Context: an optimization exercise on an open-source flow, tuned for small area, a short achievable clock period and few clock cycles. The choices shown serve that exercise and are no tape-out recipe.
Function was checked by simulation only, so behaviour that the tests miss may differ from the original.
Power figures rest on the tool's default switching activity, not on a simulated workload.

Setup of oak:
==> flow/design.v <==
module pcnext (
    input      [12:2]  pc_lo,      
    input      [31:13] hi,         
    input      [31:13] hi_inc,     
    input      [31:13] hi_dec,     
    input      [31:0]  instr,      
    input              kill,       
    input      [31:2]  pc_other,   
    output     [31:2]  tgt,        
    output     [31:2]  pc_next
);
    wire s   = instr[31];
    wire jal = instr[6:2] == 5'b11011 && instr[19:12] == {8{s}};
    wire bbr = instr[6:2] == 5'b11000 && (instr[19:15] == instr[24:20] ? ~(instr[12] ^ instr[14]) : (s | instr[12]));
    wire [11:0] lo_j = {1'b0, pc_lo} + {1'b0, instr[12], instr[20], instr[30:22]};
    wire [11:0] lo_b = {1'b0, pc_lo} + {1'b0, s, instr[7], instr[30:25], instr[11:9]};
    wire [31:13] up_j = s ? (lo_j[11] ? hi : hi_dec) : (lo_j[11] ? hi_inc : hi);
    wire [31:13] up_b = s ? (lo_b[11] ? hi : hi_dec) : (lo_b[11] ? hi_inc : hi);
    assign tgt     = instr[3] ? {up_j, lo_j[10:0]} : {up_b, lo_b[10:0]};
    assign pc_next = ((jal | bbr) & ~kill) ? tgt : pc_other;
endmodule
module riscv(
    input            clk,
    input            rst_n,
    input    [31:0]  Instr,
    input    [31:0]  ReadData,
    output   [31:0]  PC,
    output           MemWriteEn,
    output   [31:0]  MemDataAdr,
    output   [31:0]  WriteData
);
    reg  [31:2] pc_f;
    reg         d_valid;
    reg  [31:0] d_instr;
    reg  [31:2] d_pc;
    reg         e_valid, e_kill, e_wen, e_br, e_jalr, e_load, e_store;
    reg         e_alu, e_xsel, e_sub, e_sra, e_pred, e_fa, e_fb, e_fsd;
    reg  [2:0]  e_f3;
    reg  [4:0]  e_rd;
    reg  [31:0] e_a, e_b, e_sd;
    reg  [31:2] e_x;         
    reg         m_wen, m_load, m_store;
    reg  [4:0]  m_rd;
    reg  [31:0] m_res, m_adr, m_sd;
    wire [31:0] wb_data = m_load ? ReadData : m_res;
    assign MemDataAdr = m_adr;
    assign WriteData  = m_sd;
    assign MemWriteEn = m_store;
    assign PC         = {pc_f, 2'b00};
    wire ev    = e_valid & ~e_kill;
    wire e_wr  = e_wen   & ~e_kill;
    wire [31:0] i   = d_instr;
    wire [4:0]  op  = i[6:2];
    wire [2:0]  f3  = i[14:12];
    wire [4:0]  rd  = i[11:7];
    wire [4:0]  rs1 = i[19:15];
    wire [4:0]  rs2 = i[24:20];
    wire is_lui   = op == 5'b01101;
    wire is_auipc = op == 5'b00101;
    wire is_jal   = op == 5'b11011;
    wire is_jalr  = op == 5'b11001;
    wire is_br    = op == 5'b11000;
    wire is_load  = op == 5'b00000;
    wire is_store = op == 5'b01000;
    wire is_alui  = op == 5'b00100;
    wire is_alur  = op == 5'b01100;
    wire use_rs1  = is_jalr | is_br | is_load | is_store | is_alui | is_alur;
    wire use_rs2  = is_br | is_store | is_alur;
    wire wr_rd    = (is_lui | is_auipc | is_jal | is_jalr | is_load | is_alui | is_alur) && rd != 5'd0;
    wire [31:0] imm_i = {{20{i[31]}}, i[31:20]};
    wire [31:0] imm_s = {{20{i[31]}}, i[31:25], i[11:7]};
    wire [31:2] imm_b = {{20{i[31]}}, i[7], i[30:25], i[11:9]};
    wire [31:2] imm_j = {{12{i[31]}}, i[19:12], i[20], i[30:22]};
    wire jalr_fast = is_jalr & e_wr & e_xsel & (rs1 == e_rd);
    wire        jal_long = is_jal && i[19:12] != {8{i[31]}};
    wire [31:2] jalr_tgt = (jalr_fast ? e_x : d_pc) +
                           (is_jal ? imm_j : is_br ? imm_b : is_auipc ? {i[31:12], 10'd0} : imm_i[31:2]);
    wire [31:2] d_pc4    = d_pc + 30'd1;
    wire        d_pred = is_br & (rs1 == rs2 ? ~(i[12] ^ i[14]) : (i[31] | i[12]));
    wire        d_sub  = is_alur & f3 == 3'b000 & i[30];
    reg  [31:0] rf [1:31];
    reg  [31:1] rf_v;
    reg  [31:0] rf1, rf2;
    integer n;
    always @(posedge clk)
        if (m_wen) rf[m_rd] <= wb_data;
    always @(posedge clk or negedge rst_n)
        if (!rst_n) rf_v <= 31'd0;
        else if (m_wen) rf_v[m_rd] <= 1'b1;
    always @(*) begin
        rf1 = 32'd0;
        rf2 = 32'd0;
        for (n = 1; n < 32; n = n + 1) begin
            rf1 = rf1 | ({32{rs1 == n && rf_v[n]}} & rf[n]);
            rf2 = rf2 | ({32{rs2 == n && rf_v[n]}} & rf[n]);
        end
    end
    wire [31:0] rs1v = (m_wen && m_rd == rs1) ? wb_data : rf1;
    wire [31:0] rs2v = (m_wen && m_rd == rs2) ? wb_data : rf2;
    wire stall = d_valid & e_load & e_wr &
                 ((use_rs1 && rs1 == e_rd) || (use_rs2 && rs2 == e_rd));
    wire [31:0] A  = e_fa  ? m_res : e_a;
    wire [31:0] B  = e_fb  ? m_res : e_b;
    wire [31:0] SD = e_fsd ? m_res : e_sd;
    wire [33:0] sum2 = {1'b0, A, e_sub} + {1'b0, B ^ {32{e_sub}}, e_sub};    
    wire [31:0] sum  = sum2[32:1];
    wire [31:0] x   = A ^ B;
    wire        eq  = A == B;
    wire        ltu = A < B;
    wire        lt  = $signed(A) < $signed(B);
    wire        shl = ~e_f3[2];
    reg  [31:0] sh_in_r, sh_out_r;
    integer k;
    always @(*) for (k = 0; k < 32; k = k + 1) sh_in_r[k] = A[31-k];
    wire [31:0] sh_in  = shl ? sh_in_r : A;
    wire [31:0] sh_out = $signed({e_sra & A[31], sh_in}) >>> B[4:0];
    always @(*) for (k = 0; k < 32; k = k + 1) sh_out_r[k] = sh_out[31-k];
    wire [31:0] shres = shl ? sh_out_r : sh_out;
    reg  [31:0] alu;
    always @(*) begin
        case (e_f3)
            3'b000:  alu = sum;
            3'b010:  alu = {31'd0, lt};
            3'b011:  alu = {31'd0, ltu};
            3'b100:  alu = x;
            3'b110:  alu = A | B;
            3'b111:  alu = A & B;
            default: alu = shres;
        endcase
    end
    wire [31:0] e_res = e_xsel ? {e_x, 2'b00} : e_alu ? alu : sum;
    wire taken = e_f3[2] ? ((e_f3[1] ? ltu : lt) ^ e_f3[0]) : (eq ^ e_f3[0]);
    wire e_redirect = ev & (e_jalr | (e_br & (taken != e_pred)));
    wire [31:2] e_tgt = e_jalr ? sum[31:2] : e_x;
    wire d_redirect = d_valid & ~stall & (jalr_fast | jal_long);
    wire [31:2] f_pc4 = pc_f + 30'd1;
    wire [31:2] pc_other = stall ? d_pc : d_redirect ? jalr_tgt : f_pc4;
    wire [31:2] f_tgt, pc_fd;
    wire [31:13] hi_inc = pc_f[31:13] + 19'd1;
    wire [31:13] hi_dec = pc_f[31:13] - 19'd1;
    pcnext u_pcn (
        .pc_lo (pc_f[12:2]), .hi (pc_f[31:13]), .hi_inc (hi_inc), .hi_dec (hi_dec),
        .instr (Instr), .kill (stall | d_redirect),
        .pc_other (pc_other), .tgt (f_tgt), .pc_next (pc_fd)
    );
    wire [31:2] pc_next = e_redirect ? e_tgt : pc_fd;
    always @(posedge clk or negedge rst_n) begin
        if (!rst_n) begin
            pc_f    <= 30'd0;
            d_valid <= 1'b0;
        end else begin
            pc_f    <= pc_next;
            d_valid <= ~(e_redirect | stall | d_redirect);
        end
    end
    always @(posedge clk) begin
        d_instr <= Instr;
        d_pc    <= pc_f;
    end
    wire d_go = d_valid & ~stall;
    always @(posedge clk or negedge rst_n) begin
        if (!rst_n) begin
            e_valid <= 1'b0; e_kill <= 1'b0; e_wen <= 1'b0; e_br <= 1'b0; e_jalr <= 1'b0;
            e_load  <= 1'b0; e_store <= 1'b0;
        end else begin
            e_valid <= d_go;
            e_kill  <= e_redirect;
            e_wen   <= d_go & wr_rd;
            e_br    <= d_go & is_br;
            e_jalr  <= d_go & is_jalr & ~jalr_fast;
            e_load  <= d_go & is_load;
            e_store <= d_go & is_store;
        end
    end
    always @(posedge clk) begin
        e_alu  <= is_alui | is_alur;
        e_xsel <= is_lui | is_auipc | is_jal | is_jalr;
        e_sub  <= d_sub;
        e_sra  <= i[30];
        e_pred <= d_pred;
        e_f3   <= f3;
        e_rd   <= rd;
        e_a    <= rs1v;
        e_b    <= (is_alur | is_br) ? rs2v : is_store ? imm_s : imm_i;
        e_sd   <= rs2v;
        e_x    <= is_lui ? {i[31:12], 10'd0} : (is_auipc | (is_br & ~d_pred)) ? jalr_tgt : d_pc4;
        e_fa   <= e_wr && use_rs1 && rs1 == e_rd;
        e_fb   <= e_wr && (is_alur | is_br) && rs2 == e_rd;
        e_fsd  <= e_wr && is_store && rs2 == e_rd;
    end
    always @(posedge clk or negedge rst_n) begin
        if (!rst_n) begin
            m_wen   <= 1'b0;
            m_store <= 1'b0;
        end else begin
            m_wen   <= e_wr;
            m_store <= e_store & ~e_kill;
        end
    end
    always @(posedge clk) begin
        m_load <= e_load;
        m_rd   <= e_rd;
        m_res  <= e_res;
        m_adr  <= sum;
        m_sd   <= SD;
    end
endmodule
==> flow/config.mk <==
export PLATFORM = sky130hd
export DESIGN_NAME = riscv
export DESIGN_NICKNAME = riscv
export VERILOG_FILES = /design/flow/design.v
export SDC_FILE = /design/flow/constraint.sdc
export NUM_CORES = 4
export LEC_CHECK = 0
export CAP_MARGIN = 20
export CORE_MARGIN = 2
export CORE_UTILIZATION = 50
export CTS_BUF_LIST = sky130_fd_sc_hd__clkbuf_8
export SLEW_MARGIN = 20
export SYNTH_HIERARCHICAL = 1
==> flow/constraint.sdc <==
create_clock -name core_clock -period 16.0 [get_ports {clk}]
set_input_delay 3.2000 -clock core_clock [delete_from_list [all_inputs] [get_ports {clk}]]
set_output_delay 3.2000 -clock core_clock [all_outputs]
set_load 0.01 [all_outputs]
standard.sh (not shown) runs the stock make flow with config.mk's settings and CLKGATE_MAP_FILE= SYNTH_SCRIPT=/design/flow/synth_recipe.tcl, a recipe that flattens the netlist after the stock synthesis.
==> flow/flow/run.sh <==
#!/bin/bash
set -euo pipefail
MARGIN=$(cat flow/margin.txt)
TNS=$(cat flow/tns.txt)
bash standard.sh SETUP_SLACK_MARGIN=$MARGIN TNS_END_PERCENT=$TNS \
  "BUFFER_PORTS_ARGS=-buffer_cell sky130_fd_sc_hd__buf_4" finish > make_finish.log 2>&1
==> flow/flow/margin.txt <==
11.3
==> flow/flow/tns.txt <==
100
Testbench counts of oak, summed over its fixed seeds: cycles 83,013.
Edits applied to the flow inputs when going from oak to pine:
--- a/flow/design.v
+++ b/flow/design.v
@@ -10,15 +10,16 @@
     output     [31:2]  pc_next
 );
     wire s   = instr[31];
     wire jal = instr[6:2] == 5'b11011 && instr[19:12] == {8{s}};
     wire bbr = instr[6:2] == 5'b11000 && (instr[19:15] == instr[24:20] ? ~(instr[12] ^ instr[14]) : (s | instr[12]));
-    wire [11:0] lo_j = {1'b0, pc_lo} + {1'b0, instr[12], instr[20], instr[30:22]};
-    wire [11:0] lo_b = {1'b0, pc_lo} + {1'b0, s, instr[7], instr[30:25], instr[11:9]};
-    wire [31:13] up_j = s ? (lo_j[11] ? hi : hi_dec) : (lo_j[11] ? hi_inc : hi);
-    wire [31:13] up_b = s ? (lo_b[11] ? hi : hi_dec) : (lo_b[11] ? hi_inc : hi);
-    assign tgt     = instr[3] ? {up_j, lo_j[10:0]} : {up_b, lo_b[10:0]};
+    wire [12:2] off = instr[3] ? {instr[12], instr[20], instr[30:22]}
+                               : {s, instr[7], instr[30:25], instr[11:9]};
+    wire [11:0] lo  = {1'b0, pc_lo} + {1'b0, off};
+    wire        c   = lo[11];
+    wire [31:13] up = s ? (c ? hi : hi_dec) : (c ? hi_inc : hi);
+    assign tgt     = {up, lo[10:0]};
     assign pc_next = ((jal | bbr) & ~kill) ? tgt : pc_other;
 endmodule
 module riscv(
     input            clk,
     input            rst_n,
@@ -71,13 +72,13 @@
     wire [31:0] imm_s = {{20{i[31]}}, i[31:25], i[11:7]};
     wire [31:2] imm_b = {{20{i[31]}}, i[7], i[30:25], i[11:9]};
     wire [31:2] imm_j = {{12{i[31]}}, i[19:12], i[20], i[30:22]};
     wire jalr_fast = is_jalr & e_wr & e_xsel & (rs1 == e_rd);
     wire        jal_long = is_jal && i[19:12] != {8{i[31]}};
-    wire [31:2] jalr_tgt = (jalr_fast ? e_x : d_pc) +
-                           (is_jal ? imm_j : is_br ? imm_b : is_auipc ? {i[31:12], 10'd0} : imm_i[31:2]);
+    wire [31:2] jalr_tgt = (is_jal | is_br ? d_pc : e_x) + (is_jal ? imm_j : is_br ? imm_b : imm_i[31:2]);
     wire [31:2] d_pc4    = d_pc + 30'd1;
+    wire [31:12] auipc_hi = d_pc[31:12] + i[31:12];
     wire        d_pred = is_br & (rs1 == rs2 ? ~(i[12] ^ i[14]) : (i[31] | i[12]));
     wire        d_sub  = is_alur & f3 == 3'b000 & i[30];
     reg  [31:0] rf [1:31];
     reg  [31:1] rf_v;
     reg  [31:0] rf1, rf2;
@@ -181,11 +182,12 @@
         e_f3   <= f3;
         e_rd   <= rd;
         e_a    <= rs1v;
         e_b    <= (is_alur | is_br) ? rs2v : is_store ? imm_s : imm_i;
         e_sd   <= rs2v;
-        e_x    <= is_lui ? {i[31:12], 10'd0} : (is_auipc | (is_br & ~d_pred)) ? jalr_tgt : d_pc4;
+        e_x    <= is_lui ? {i[31:12], 10'd0} : is_auipc ? {auipc_hi, d_pc[11:2]} :
+                  (is_br & ~d_pred) ? jalr_tgt : d_pc4;
         e_fa   <= e_wr && use_rs1 && rs1 == e_rd;
         e_fb   <= e_wr && (is_alur | is_br) && rs2 == e_rd;
         e_fsd  <= e_wr && is_store && rs2 == e_rd;
     end
     always @(posedge clk or negedge rst_n) begin
Notes after the runs:
Fraction of power spent switching nets ended up 0.92 points lower on pine than on oak. Every run in the comparison, oak and pine, completed the flow with a clean layout. In pine, the weighted congestion at the end of routability-driven global placement came out about 2.8% below the value in oak. Diff oak -> pine: global-route usage lower; multi-input combinational area share lower; clock buffer count lower; sequential standard cell area roughly the same. Number of detailed-route iterations in the first pass, oak and pine: lower on pine. Compared pine against oak; total non-filler cell area in the finished layout within noise. A critical path capture point of pc_f[20] is what pine shows, while PC[5] belongs to oak. NOTE: minimum setup slack in the final design in pine exceeds that of oak.
Testbench counts of pine, summed over its fixed seeds: cycles 83,013.

-- re-timing with driven ports --
The results above use ideal ports. As a check the final layouts listed here were re-extracted and re-timed, cells and wires unchanged. Step 1 assumes that a clkbuf_16 drives the clock port and a buf_2 every other input. Step 2 also shifts input and output timing later by t, the mid clock arrival at the registers, as if the neighbouring blocks saw the same clock. a / b / c = ideal ports / drivers / drivers and shift; a / b = the first two.
run | shift t [ns] | slack for setup (ns) | worst slew at a driven data input, ns
oak | 1.066 | 11.172 / 11.097 / 10.244 | 0.19
pine | 1.073 | 11.212 / 11.145 / 10.093 | 0.18
After both steps setup and hold are still met in every run listed. The setup slack of pine, which loses most, moves by -0.067 ns with the drivers and by -1.119 ns with both steps.
